What follows belongs to an exercise in optimizing a design on an open flow for small area, a short achievable clock period and few clock cycles; a production flow would make more cautious choices.
Function was checked by simulation only, so behaviour that the tests miss may differ from the original.
No activity file was given, so power comes from the tool's default toggle rates.

Design CPU, start of the top module:
module CPU(
    input  wire        clk,
    input  wire        reset,
    output wire [31:0] mem_addr,
    output wire [31:0] mem_wdata,
    output wire        mem_wr,
    input  wire [31:0] mem_rdata
);
For scale: ~4500 cells after synthesis, roughly 1300 flip-flops, ~99 I/O pins, roughly 59000 µm² of cells after synthesis.
Settings: LEC_CHECK=0, CAP_MARGIN=35, CORE_MARGIN=2, CORE_UTILIZATION=30, CTS_BUF_LIST=sky130_fd_sc_hd__clkbuf_8, CTS_CLUSTER_DIAMETER=60, CTS_CLUSTER_SIZE=16, PLACE_DENSITY=0.35, SLEW_MARGIN=35; clock period 18.0 ns.
standard.sh (not shown) runs the stock make flow with config.mk's settings and CLKGATE_MAP_FILE= SYNTH_SCRIPT=/design/flow/synth_recipe.tcl, a recipe that flattens the netlist after the stock synthesis.
==> flow/flow/run.sh <==
#!/bin/bash
# Standard synthesis unchanged, then the standard ORFS layout with repair_timing
# aiming for a setup margin against the design's clock (MARGIN ns), and CTS
# without dummy clock loads (same clustering and buffer as config.mk).
set -e
MARGIN=12.5
CTS="-sink_clustering_enable -repair_clock_nets -sink_clustering_size 16 -sink_clustering_max_diameter 60 -buf_list sky130_fd_sc_hd__clkbuf_8 -dont_use_dummy_load"
bash standard.sh synth > synth.log 2>&1
bash standard.sh SETUP_SLACK_MARGIN=$MARGIN "CTS_ARGS=$CTS" finish > layout.log 2>&1
Testbench counts at the start, summed over its fixed seeds: cycles 25,639.
Next try:
==> flow/flow/run.sh (replaced) <==
#!/bin/bash
# Standard synthesis unchanged, then the standard ORFS layout with repair_timing
# aiming for a setup margin against the design's clock (MARGIN ns).
set -e
MARGIN=12.5
bash standard.sh synth > synth.log 2>&1
bash standard.sh SETUP_SLACK_MARGIN=$MARGIN finish > layout.log 2>&1
CAP_MARGIN = 20   (was 35)
CTS_CLUSTER_DIAMETER = 50   (was 60)
CTS_CLUSTER_SIZE = 12   (was 16)
SLEW_MARGIN = 20   (was 35)
What happened:
- The changed run completed with no timing, DRC or antenna violations
- global-route usage grows by 0.64 points
- cell count grows by 1.9%
- total power grows by 6.5%
- first-iteration DRC count grows by 4.0%
Next try:
CAP_MARGIN = 35   (was 20)
CORE_UTILIZATION = 45   (was 30)
PLACE_DENSITY = 0.55   (was 0.35)
SLEW_MARGIN = 35   (was 20)
Outcome: Setup slack improves by 0.061 ns; synthesized cell count is unchanged; via count is higher by 1.6%; total power went down by 6.1%; sequential share of layout area rose by 1.4 points; global-route usage rose by 9.4 points.
Next try:
==> flow/flow/run.sh (replaced) <==
#!/bin/bash
# Standard synthesis unchanged, then the standard ORFS layout with repair_timing
# aiming for a setup margin against the design's clock (MARGIN ns), and CTS
# without dummy clock loads (same clustering and buffer as config.mk).
set -e
MARGIN=12.5
CTS="-sink_clustering_enable -repair_clock_nets -sink_clustering_size 12 -sink_clustering_max_diameter 50 -buf_list sky130_fd_sc_hd__clkbuf_8 -dont_use_dummy_load"
bash standard.sh synth > synth.log 2>&1
bash standard.sh SETUP_SLACK_MARGIN=$MARGIN "CTS_ARGS=$CTS" finish > layout.log 2>&1
CORE_UTILIZATION = 30   (was 45)
PLACE_DENSITY = 0.35   (was 0.55)
Result:
- The changed run completed with no timing, DRC or antenna violations
- sequential power is about the same
- non-clock buffer count went down by 43
- hold slack stays flat
- first-iteration DRC count went down by 35%
- die area went up by 49%
Next try:
==> flow/flow/run.sh (replaced) <==
#!/bin/bash
# Standard synthesis unchanged, then the standard ORFS layout with repair_timing
# aiming for a setup margin against the design's clock (MARGIN ns).
set -e
MARGIN=12.5
bash standard.sh synth > synth.log 2>&1
bash standard.sh SETUP_SLACK_MARGIN=$MARGIN finish > layout.log 2>&1
After rerunning: Worst setup slack improves by 0.035 ns. Cell area rose by 1.9%. Wire length barely changes. Maximum frequency came out higher by 0.63%. Flip-flop and latch count is unchanged. Non-clock buffer count falls by 5.
Next try:
==> flow/flow/run.sh (replaced) <==
#!/bin/bash
# Standard synthesis unchanged, then the standard ORFS layout with repair_timing
# aiming for a setup margin against the design's clock (MARGIN ns), and CTS
# without dummy clock loads (same clustering and buffer as config.mk).
set -e
MARGIN=12.75
CTS="-sink_clustering_enable -repair_clock_nets -sink_clustering_size 12 -sink_clustering_max_diameter 50 -buf_list sky130_fd_sc_hd__clkbuf_8 -dont_use_dummy_load"
bash standard.sh synth > synth.log 2>&1
bash standard.sh SETUP_SLACK_MARGIN=$MARGIN "CTS_ARGS=$CTS" finish > layout.log 2>&1
Effect:
- non-clock buffer count is higher by 232
- wire length climbs by 4.4%
- flip-flop and latch count does not change
- clock skew increases by 0.060 ns
- power came out higher by 2.4%
- worst setup slack improved by 0.036 ns
- clock power came out lower by 22%
- global-route usage went up by 1.6 points
- via count is higher by 2.3%
- utilization came out higher by 1.3 points

==> port drivers added, routing unchanged <==
Ports are ideal in the flow. The routed layouts listed here were re-timed in OpenROAD. Step 1 sets driving cells, clkbuf_16 on the clock port and buf_2 on the other inputs (assumed; they add their load-dependent delay and slew). Step 2 adds t to the input delays and takes it off the output delays; t is the mean of the earliest and latest rising clock arrival at the registers after step 1. Input paths then give back, and output paths get back, about the clock's delay inside the block. a / b / c = ideal / step 1 / step 2; a / b = the first two.
run | t (ns) | setup WS [ns] | pins driven straight from the clock port
the first run | 1.030 | 12.427 / 12.427 / 11.722 | 1
the second run | 1.106 | 12.299 / 12.299 / 11.705 | 1
the third run | 0.992 | 12.360 / 12.360 / 11.583 | 1
the fourth run | 1.055 | 12.455 / 12.455 / 11.537 | 1
the fifth run | 1.077 | 12.490 / 12.490 / 11.596 | 1
the sixth run | 1.041 | 12.526 / 12.526 / 11.878 | 1
After both steps setup and hold are still met in every run listed. The setup slack of the fourth run, which loses most, moves by 0.000 ns with the drivers and by -0.918 ns with both steps.
